This is an optimization exercise on Yosys and OpenROAD, whose aim is small area, not a production implementation. In this exercise RTL edits were held to simulation tests only and were not proved equivalent to the original. The flow treats the clock pin as an ideal source. Dropping or thinning the clock tree relies on that and would not hold on a real chip.

==> trial 27: inputs <==
==> flow/design.v <==
`timescale 1ns / 1ps
module moving_average # (
    parameter integer in_bits = 16,
    parameter integer out_bits = 16,
    parameter integer log2_samples = 8
    )(
    input wire [in_bits-1:0] in_data,
    input wire clk,
    input wire rst,  
    output wire [out_bits-1:0] out_data
    );
    localparam integer samples = 2**log2_samples;
    localparam integer reg_bits = in_bits+log2_samples;
    localparam integer depth = samples+1;    
    localparam integer cut = 12;             
    localparam integer hi_bits = reg_bits-in_bits-1;
    reg [depth*in_bits-1:0] line;
    reg [log2_samples:0] fill;
    reg [reg_bits-1:0] sum;
    reg p_diff, p_sum;                       
    wire [in_bits-1:0] newest = line[in_bits-1:0];
    wire [in_bits-1:0] oldest = line[depth*in_bits-1:(depth-1)*in_bits];
    wire sub_old = fill[log2_samples];
    wire [in_bits:0] da = {newest[in_bits-1], newest};
    wire [in_bits:0] db = ~({(in_bits+1){sub_old}} & {oldest[in_bits-1], oldest});
    wire [in_bits+1:0] dc;
    wire [in_bits:0] diff;
    wire [in_bits+1:0] sc;
    wire [reg_bits-1:0] next;
    assign dc[0] = 1'b1;
    assign sc[0] = 1'b0;
    genvar i;
    generate
    for (i = 0; i <= in_bits; i = i+1) begin : gen_add
        wire dci = (i == cut) ? p_diff : dc[i];
        wire sci = (i == cut) ? p_sum : sc[i];
        assign diff[i] = da[i] ^ db[i] ^ dci;
        assign dc[i+1] = (da[i] & db[i]) | (dci & (da[i] ^ db[i]));
        assign next[i] = sum[i] ^ diff[i] ^ sci;
        assign sc[i+1] = (sum[i] & diff[i]) | (sci & (sum[i] ^ diff[i]));
    end
    endgenerate
    wire [hi_bits-1:0] sum_hi = sum[reg_bits-1:in_bits+1];
    wire [hi_bits-1:0] hi_inc = sum_hi + 1'b1;
    wire [hi_bits-1:0] hi_dec = sum_hi - 1'b1;
    wire up = sc[in_bits+1] & ~diff[in_bits];
    wire down = ~sc[in_bits+1] & diff[in_bits];
    assign next[reg_bits-1:in_bits+1] = up ? hi_inc : down ? hi_dec : sum_hi;
    always @(posedge clk) begin
        line[depth*in_bits-1:in_bits] <= line[(depth-1)*in_bits-1:0];
        line[in_bits-1:0] <= rst ? {in_bits{1'b0}} : in_data;
    end
    always @(posedge clk) begin
        if (rst) begin
            fill <= {(log2_samples+1){1'b0}};
            sum <= {reg_bits{1'b0}};
            p_diff <= 1'b0;
            p_sum <= 1'b0;
        end
        else begin
            fill[log2_samples-1:0] <= fill[log2_samples-1:0] + 1'b1;
            if (&fill[log2_samples-1:0])
                fill[log2_samples] <= 1'b1;
            sum <= next;
            p_diff <= dc[cut];
            p_sum <= sc[cut];
        end
    end
    wire [reg_bits-cut-1:0] total_hi = sum[reg_bits-1:cut] + p_diff + p_sum;
    wire [reg_bits-1:0] total = {total_hi, sum[cut-1:0]};
    assign out_data = {total[reg_bits-1], total[reg_bits-3:reg_bits-out_bits-1]};
endmodule
==> flow/flow/run.sh <==
#!/bin/bash
# Own layout flow: the standard flow, except that the clock tree is built by
# flow/tree.tcl (a load-balanced buffer tree) instead of TritonCTS, and the
# ports are buffered with buf_1 cells. Each stage's output goes to its own
# log here; ORFS keeps its per-step logs under orfs/logs.
set -euo pipefail
W=$(pwd)

# 1. standard synthesis, floorplan and placement
bash standard.sh BUFFER_PORTS_ARGS="-buffer_cell sky130_fd_sc_hd__buf_1" place > "$W/stage1_place.log" 2>&1

# 2. clock tree: ORFS's cts step with our cts.tcl
rm -rf "$W/scripts_cts"
cp -r "$FLOW_HOME/scripts" "$W/scripts_cts"
cp "$W/flow/cts.tcl" "$W/flow/tree.tcl" "$W/scripts_cts/"
bash standard.sh SCRIPTS_DIR="$W/scripts_cts" cts > "$W/stage2_cts.log" 2>&1

# 3. standard routing and finishing
bash standard.sh finish > "$W/stage3_finish.log" 2>&1
==> flow/flow/cts.tcl <==
utl::set_metrics_stage "cts__{}"
source $::env(SCRIPTS_DIR)/load.tcl
source $::env(SCRIPTS_DIR)/lec_check.tcl
erase_non_stage_variables cts
load_design 3_place.odb 3_place.sdc
source_step_tcl PRE CTS

# Clone clock tree inverters next to register loads
# so cts does not try to buffer the inverted clocks.
repair_clock_inverters

proc save_progress { stage } {
  puts "Run 'make gui_$stage.odb' to load progress snapshot"
  orfs_write_db $::env(RESULTS_DIR)/$stage.odb
  orfs_write_sdc $::env(RESULTS_DIR)/$stage.sdc
}

source [file join [file dirname [info script]] tree.tcl]
set_dont_use $::env(DONT_USE_CELLS)
tree_build clk {
  {sky130_fd_sc_hd__buf_4 {12 13 14 15 16} 0.042}
  {{sky130_fd_sc_hd__buf_4 sky130_fd_sc_hd__buf_8 sky130_fd_sc_hd__clkbuf_16} {4 6 8 10 14 20} 0.055}
  {{sky130_fd_sc_hd__buf_8 sky130_fd_sc_hd__clkbuf_16} {2 3 4 6 8} 0.090}
}

utl::push_metrics_stage "cts__{}__pre_repair_timing"
log_cmd estimate_parasitics -placement
if { $::env(DETAILED_METRICS) } {
  report_metrics 4 "cts pre-repair-timing"
}
utl::pop_metrics_stage

set_placement_padding -global \
  -left $::env(CELL_PAD_IN_SITES_DETAIL_PLACEMENT) \
  -right $::env(CELL_PAD_IN_SITES_DETAIL_PLACEMENT)

set result [catch { detailed_placement } msg]
if { $result != 0 } {
  save_progress 4_1_error
  error "Detailed placement failed in CTS: $msg"
}

log_cmd estimate_parasitics -placement

if { $::env(CTS_SNAPSHOTS) } {
  save_progress 4_1_pre_repair_hold_setup
}

if { !$::env(SKIP_CTS_REPAIR_TIMING) } {
  if { $::env(EQUIVALENCE_CHECK) } {
    write_eqy_verilog 4_before_rsz.v
  }
  if { $::env(LEC_CHECK) } {
    write_lec_verilog 4_before_rsz_lec.v
  }

  repair_timing_helper

  if { $::env(EQUIVALENCE_CHECK) } {
    run_equivalence_test
  }
  if { $::env(LEC_CHECK) } {
    write_lec_verilog 4_after_rsz_lec.v
    run_lec_test 4_rsz 4_before_rsz_lec.v 4_after_rsz_lec.v
  }

  set result [catch { detailed_placement } msg]
  if { $result != 0 } {
    save_progress 4_1_error
    error "Detailed placement failed in CTS: $msg"
  }

  check_placement -verbose
}

report_metrics 4 "cts final"

source_step_tcl POST CTS

orfs_write_db $::env(RESULTS_DIR)/4_1_cts.odb
orfs_write_sdc $::env(RESULTS_DIR)/4_cts.sdc
==> flow/flow/tree.tcl <==
# Build a balanced clock buffer tree on net clk, bottom-up. A level may use
# inverters; the levels must then hold an even number of inverting ones.
# Each level groups the current sinks into spatially compact clusters by
# recursive bisection and drives each cluster from one new buffer placed at
# its centroid. A cluster whose buffer's load (pins and placement-estimated
# wire) is above the level's limit is split into as many parts as the excess
# calls for, until none is.
# levels: list of {cell max_sinks max_load_pF}, leaf level first;
# levels are added until a single buffer remains.

proc tree_bisect {items k} {
  if {$k <= 1} { return [list $items] }
  set xs {}; set ys {}
  foreach it $items { lappend xs [lindex $it 0]; lappend ys [lindex $it 1] }
  set xs [lsort -integer $xs]; set ys [lsort -integer $ys]
  set dx [expr {[lindex $xs end] - [lindex $xs 0]}]
  set dy [expr {[lindex $ys end] - [lindex $ys 0]}]
  set idx [expr {$dx >= $dy ? 0 : 1}]
  set sorted [lsort -integer -index $idx $items]
  set k1 [expr {$k / 2}]
  set k2 [expr {$k - $k1}]
  set n [llength $sorted]
  set n1 [expr {int(round(double($n) * $k1 / $k))}]
  return [concat [tree_bisect [lrange $sorted 0 [expr {$n1 - 1}]] $k1] \
                 [tree_bisect [lrange $sorted $n1 end] $k2]]
}

set ::tree_count 0

# drive group g (list of {x y iterm}) from a new buffer of master; the
# buffer's input goes on net drv. Returns {x y inst}.
proc tree_drive {block master g lvl drv} {
  set sx 0; set sy 0
  foreach s $g { incr sx [lindex $s 0]; incr sy [lindex $s 1] }
  set cx [expr {$sx / [llength $g]}]
  set cy [expr {$sy / [llength $g]}]
  set id [incr ::tree_count]
  set inst [odb::dbInst_create $block $master "ctree_${lvl}_$id"]
  $inst setLocation [expr {$cx - [$master getWidth] / 2}] [expr {$cy - [$master getHeight] / 2}]
  $inst setPlacementStatus PLACED
  set net [odb::dbNet_create $block "ctree_net_${lvl}_$id"]
  $net setSigType CLOCK
  foreach s $g {
    set it [lindex $s 2]
    $it disconnect
    $it connect $net
  }
  [tree_pin $inst out] connect $net
  [tree_pin $inst in] connect $drv
  return [list $cx $cy $inst $g]
}

# the signal input or output pin of a buffer or inverter
proc tree_pin {inst dir} {
  foreach it [$inst getITerms] {
    if {$dir == "out" && [$it isOutputSignal]} { return $it }
    if {$dir == "in" && [$it isInputSignal]} { return $it }
  }
  error "no $dir pin on [$inst getName]"
}

# total capacitance (pF) on the net the buffer drives
proc tree_load {inst} {
  set ::tree_name [[[tree_pin $inst out] getNet] getName]
  with_output_to_variable ::tree_r { report_net -digits 6 $::tree_name }
  if {![regexp {Total capacitance: ([0-9.]+)-([0-9.]+)} $::tree_r -> a b]} {
    regexp {Total capacitance: ([0-9.]+)} $::tree_r -> b
  }
  return $b
}

# Build one level over sinks with clusters of at most maxn sinks, then split
# any cluster whose load is over target. Returns the list of buffers.
proc tree_level {block master sinks maxn target lvl root} {
  set n [llength $sinks]
  set k [expr {($n + $maxn - 1) / $maxn}]
  set bufs {}
  foreach g [tree_bisect $sinks $k] {
    lappend bufs [tree_drive $block $master $g $lvl $root]
  }
  for {set pass 0} {$pass < 8} {incr pass} {
    estimate_parasitics -placement
    set keep {}; set redo {}
    foreach b $bufs {
      set load [tree_load [lindex $b 2]]
      if {[llength [lindex $b 3]] > 1 && $load > $target} { lappend redo [concat $b $load] } else { lappend keep $b }
    }
    if {[llength $redo] == 0} break
    foreach b $redo {
      set m [expr {max(2, int(ceil([lindex $b 4] * 1.05 / $target)))}]
      set m [expr {min($m, [llength [lindex $b 3]])}]
      tree_undo [list $b] $root
      foreach h [tree_bisect [lindex $b 3] $m] { lappend keep [tree_drive $block $master $h $lvl $root] }
    }
    set bufs $keep
  }
  return $bufs
}

# remove buffers, putting their sinks back on net root
proc tree_undo {bufs root} {
  foreach b $bufs {
    set inst [lindex $b 2]
    set net [[tree_pin $inst out] getNet]
    foreach s [lindex $b 3] { [lindex $s 2] disconnect; [lindex $s 2] connect $root }
    [tree_pin $inst out] disconnect
    [tree_pin $inst in] disconnect
    odb::dbInst_destroy $inst
    odb::dbNet_destroy $net
  }
}

proc tree_build {netname levels} {
  set db [ord::get_db]
  set block [ord::get_db_block]
  set root [$block findNet $netname]
  set_propagated_clock [all_clocks]
  set sinks {}
  foreach it [$root getITerms] {
    if {[$it getIoType] == "INPUT"} {
      set bb [[$it getInst] getBBox]
      lappend sinks [list [expr {([$bb xMin] + [$bb xMax]) / 2}] [expr {([$bb yMin] + [$bb yMax]) / 2}] $it]
    }
  }
  puts "tree: [llength $sinks] sinks on $netname"
  set lvl 0
  while {[llength $sinks] > 1} {
    set level [lindex $levels [expr {min($lvl, [llength $levels] - 1)}]]
    lassign $level cells cands target
    set best {}
    set best_cost 1e30
    foreach cell $cells {
      set master [$db findMaster $cell]
      set lc [get_lib_cells */$cell]
      set area [get_property $lc area]
      set cin [get_property [get_lib_pins */$cell/A] capacitance]
      foreach maxn $cands {
        set bufs [tree_level $block $master $sinks $maxn $target $lvl $root]
        set cost [expr {[llength $bufs] * ($area + 0.25 * $cin)}]
        if {$cost < $best_cost} { set best_cost $cost; set best [list $cell $maxn] }
        tree_undo $bufs $root
      }
    }
    lassign $best cell maxn
    set bufs [tree_level $block [$db findMaster $cell] $sinks $maxn $target $lvl $root]
    set worst 0; set total 0
    foreach b $bufs { set l [tree_load [lindex $b 2]]; set worst [expr {max($worst, $l)}]; set total [expr {$total + $l}] }
    puts "tree: level $lvl: [llength $bufs] x $cell (clusters of $maxn), largest load $worst pF, mean [expr {$total / [llength $bufs]}]"
    set sinks {}
    foreach b $bufs { lappend sinks [list [lindex $b 0] [lindex $b 1] [tree_pin [lindex $b 2] in]] }
    incr lvl
  }
  puts "tree: top buffer on $netname"
}
==> flow/standard.sh <==
#!/bin/bash
# synth_recipe.tcl (not shown) runs the flow's synth.tcl, then flattens the netlist and writes it again
# the make line also repeats each setting of config.mk as NAME=value (left out here)
make -C /OpenROAD-flow-scripts/flow DESIGN_CONFIG=/design/flow/config.mk WORK_HOME=/design/flow/orfs CLKGATE_MAP_FILE= SYNTH_SCRIPT=/design/flow/synth_recipe.tcl "${@:-finish}"
==> flow/config.mk <==
export PLATFORM = sky130hd
export DESIGN_NAME = moving_average
export DESIGN_NICKNAME = moving_average
export VERILOG_FILES = /design/flow/design.v
export SDC_FILE = /design/flow/constraint.sdc
export NUM_CORES = 4
export LEC_CHECK = 0
export CAP_MARGIN = 20
export CORE_MARGIN = 2
export CORE_UTILIZATION = 80
export SLEW_MARGIN = 20
==> flow/constraint.sdc <==
create_clock -name core_clock -period 8.0 [get_ports {clk}]
set_input_delay 1.6000 -clock core_clock [delete_from_list [all_inputs] [get_ports {clk}]]
set_output_delay 1.6000 -clock core_clock [all_outputs]
set_load 0.01 [all_outputs]
==> build 44 (differences from trial 27) <==
--- a/flow/design.v
+++ b/flow/design.v
@@ -15,12 +15,13 @@
     localparam integer cut = 12;             
     localparam integer hi_bits = reg_bits-in_bits-1;
     reg [depth*in_bits-1:0] line;
-    reg [log2_samples:0] fill;
+    reg [8:0] lfsr;
+    reg full;
     reg [reg_bits-1:0] sum;
     reg p_diff, p_sum;                       
     wire [in_bits-1:0] newest = line[in_bits-1:0];
     wire [in_bits-1:0] oldest = line[depth*in_bits-1:(depth-1)*in_bits];
-    wire sub_old = fill[log2_samples];
+    wire sub_old = full;
     wire [in_bits:0] da = {newest[in_bits-1], newest};
     wire [in_bits:0] db = ~({(in_bits+1){sub_old}} & {oldest[in_bits-1], oldest});
     wire [in_bits+1:0] dc;
@@ -52,15 +53,16 @@
     end
     always @(posedge clk) begin
         if (rst) begin
-            fill <= {(log2_samples+1){1'b0}};
+            lfsr <= 9'd0;
+            full <= 1'b0;
             sum <= {reg_bits{1'b0}};
             p_diff <= 1'b0;
             p_sum <= 1'b0;
         end
         else begin
-            fill[log2_samples-1:0] <= fill[log2_samples-1:0] + 1'b1;
-            if (&fill[log2_samples-1:0])
-                fill[log2_samples] <= 1'b1;
+            lfsr <= {lfsr[7:0], ~(lfsr[8] ^ lfsr[4])};
+            if (lfsr == 9'h0cf)
+                full <= 1'b1;
             sum <= next;
             p_diff <= dc[cut];
             p_sum <= sc[cut];
--- a/flow/flow/cts.tcl
+++ b/flow/flow/cts.tcl
@@ -40,6 +40,17 @@
   error "Detailed placement failed in CTS: $msg"
 }
 
+# Legalization moves the tree's buffers a little; split any leaf buffer that
+# it left too slow, and legalize again.
+for {set i 0} {$i < 3} {incr i} {
+  if {[tree_fixup 0.118] == 0} break
+  set result [catch { detailed_placement } msg]
+  if { $result != 0 } {
+    save_progress 4_1_error
+    error "Detailed placement failed in CTS: $msg"
+  }
+}
+
 log_cmd estimate_parasitics -placement
 
 if { $::env(CTS_SNAPSHOTS) } {
--- a/flow/flow/tree.tcl
+++ b/flow/flow/tree.tcl
@@ -35,6 +35,9 @@
   set cx [expr {$sx / [llength $g]}]
   set cy [expr {$sy / [llength $g]}]
   set id [incr ::tree_count]
+  while {[$block findInst "ctree_${lvl}_$id"] != "NULL" || [$block findNet "ctree_net_${lvl}_$id"] != "NULL"} {
+    set id [incr ::tree_count]
+  }
   set inst [odb::dbInst_create $block $master "ctree_${lvl}_$id"]
   $inst setLocation [expr {$cx - [$master getWidth] / 2}] [expr {$cy - [$master getHeight] / 2}]
   $inst setPlacementStatus PLACED
@@ -73,7 +76,7 @@
 # any cluster whose load is over target. Returns the list of buffers.
 proc tree_level {block master sinks maxn target lvl root} {
   set n [llength $sinks]
-  set k [expr {($n + $maxn - 1) / $maxn}]
+  set k [expr {int(ceil(double($n) / $maxn))}]
   set bufs {}
   foreach g [tree_bisect $sinks $k] {
     lappend bufs [tree_drive $block $master $g $lvl $root]
@@ -152,3 +155,73 @@
   }
   puts "tree: top buffer on $netname"
 }
+
+# After legalization: split every leaf buffer (named by pattern) whose output slew,
+# with placement parasitics, is above maxslew (ns). Returns how many it split.
+proc tree_fixup {maxslew {pattern ctree_0_*} {lvl 0}} {
+  set db [ord::get_db]
+  set block [ord::get_db_block]
+  estimate_parasitics -placement
+  set split 0
+  foreach inst [$block getInsts] {
+    if {![string match $pattern [$inst getName]]} continue
+    set out [tree_pin $inst out]
+    set p [get_pins [$inst getName]/[[$out getMTerm] getName]]
+    set s [expr {max([get_property $p slew_max_rise], [get_property $p slew_max_fall])}]
+    if {$s <= $maxslew} continue
+    set net [$out getNet]
+    set g {}
+    foreach it [$net getITerms] {
+      if {$it == $out} continue
+      set bb [[$it getInst] getBBox]
+      lappend g [list [expr {([$bb xMin] + [$bb xMax]) / 2}] [expr {([$bb yMin] + [$bb yMax]) / 2}] $it]
+    }
+    if {[llength $g] < 2} continue
+    lassign [tree_bisect $g 2] g1 g2
+    set drv [[tree_pin $inst in] getNet]
+    tree_drive $block [$inst getMaster] $g2 $lvl $drv
+    incr split
+  }
+  puts "tree: split $split slow leaf buffers (over $maxslew ns)"
+  return $split
+}
+
+# Before global placement: drive the sinks of net netname in clusters of
+# maxn from new buffers (named ctree_p_*), so that the placer keeps each
+# cluster together. The buffers and their nets are marked dont_touch so the
+# placement steps keep them; the clock tree step clears that.
+proc tree_preleaves {netname cell maxn} {
+  set db [ord::get_db]
+  set block [ord::get_db_block]
+  set root [$block findNet $netname]
+  set master [$db findMaster $cell]
+  set sinks {}
+  foreach it [$root getITerms] {
+    if {[$it getIoType] == "INPUT"} {
+      set bb [[$it getInst] getBBox]
+      lappend sinks [list [expr {([$bb xMin] + [$bb xMax]) / 2}] [expr {([$bb yMin] + [$bb yMax]) / 2}] $it]
+    }
+  }
+  set k [expr {int(ceil(double([llength $sinks]) / $maxn))}]
+  foreach g [tree_bisect $sinks $k] {
+    set b [tree_drive $block $master $g p $root]
+    set inst [lindex $b 2]
+    $inst setDoNotTouch 1
+    set net [[tree_pin $inst out] getNet]
+    $net setDoNotTouch 1
+    # a signal net for now, so that global placement weighs it
+    $net setSigType SIGNAL
+  }
+  puts "tree: $k leaf buffers ($cell) before placement, clusters of $maxn"
+}
+
+proc tree_release {pattern} {
+  foreach inst [[ord::get_db_block] getInsts] {
+    if {[string match $pattern [$inst getName]]} {
+      $inst setDoNotTouch 0
+      set net [[tree_pin $inst out] getNet]
+      $net setDoNotTouch 0
+      $net setSigType CLOCK
+    }
+  }
+}
Settings changed: CORE_UTILIZATION 80 to 70.
==> run notes <==
Yosys
The flop and latch count out of synthesis is 4148. Dividing the synthesized area by the synthesized cell count gives 19.40 um^2. Summing the areas of all fa, ha and maj instances in the mapped netlist gives 0.9117% of the synthesized area.

In the synthesized netlist, the cells that appear most often are 4148 x sky130_fd_sc_hd__dfxtp_1, 40 x sky130_fd_sc_hd__inv_1, 33 x sky130_fd_sc_hd__fa_1. The share of synthesized area in the top cell type comes to 97.91%. The portion of the post-synthesis area used by sequential elements is 97.91%. The area share of and/or/nand/nor cells after synthesis is 0.6005%.

Floorplan
The starting utilization of the core area is 70.60%.

Run status
The flow ran to the end and the layout has no timing, DRC or antenna violations.

Placement
The wire-length estimate of the detail-placed layout is 34.90 mm.
[end of results for build 44]
==> run notes <==
Yosys
Of the total synthesized cell area, the portion taken by AND, OR, NAND and NOR gates is 0.5913%. The adder and majority cell fraction of the synthesized area is 0.9260%. The synthesized design contains 4147 register bits. The per-instance average area after synthesis is 19.35 um^2. Summing the sequential cell areas from Yosys gives 97.84% of the chip area. In the synthesized netlist the dominant register cell turns out to be sky130_fd_sc_hd__dfxtp_1.

The number of distinct standard cells referenced by the synthesized netlist is 35. Sorting the synthesized cells by how often they occur yields 4147 x sky130_fd_sc_hd__dfxtp_1, 42 x sky130_fd_sc_hd__inv_1, 35 x sky130_fd_sc_hd__nor2_1. Yosys mapped a number of flops with a built-in enable equal to 0. After synthesis, the largest area contributor takes up 97.84% of total cell area.

Floorplan
The floorplan die width is 329.7 um. The initial utilization of the core area, before any placement, comes to 80.61%. After floorplanning, the core was divided into 119 placement rows.

Run status
The flow did not finish. The step where the flow halted is detailed placement (3_5_place_dp). The first error in the log reads "[ERROR DPL-0033] detailed placement checks failed during check placement".

Placement
After legalization and detailed placement, the total HPWL measured 70.06 mm. Port buffering added 33 buffers.
[end of results for trial 27]
The clock cells of build 44 come from the design's own scripts or RTL, not from TritonCTS.

static timing again, ports no longer ideal:
Ports are ideal in the flow. The routed layout listed here was re-timed in OpenROAD.
Step 1 (the two cells are an assumption about what drives the block):
set clk [get_ports {clk}]
set_driving_cell -lib_cell sky130_fd_sc_hd__clkbuf_16 $clk
set_driving_cell -lib_cell sky130_fd_sc_hd__buf_2 [delete_from_list [all_inputs] $clk]
Step 2 also shifts input and output timing later by t, the mid clock arrival at the registers, as if the neighbouring blocks saw the same clock.
Slacks: no drivers / after step 1 / after step 2; pairs: no drivers / after step 1.
run: build 44
t (ns): 0.970
setup WS [ns]: 1.997 / 1.997 / 1.997
latest minus earliest clock arrival (ns): 0.131 / 0.131
worst slew at a driven data input, ns: 0.06
After both steps setup and hold are still met in build 44. For build 44, drivers alone change the setup slack by 0.000 ns; drivers and shift together by 0.000 ns.
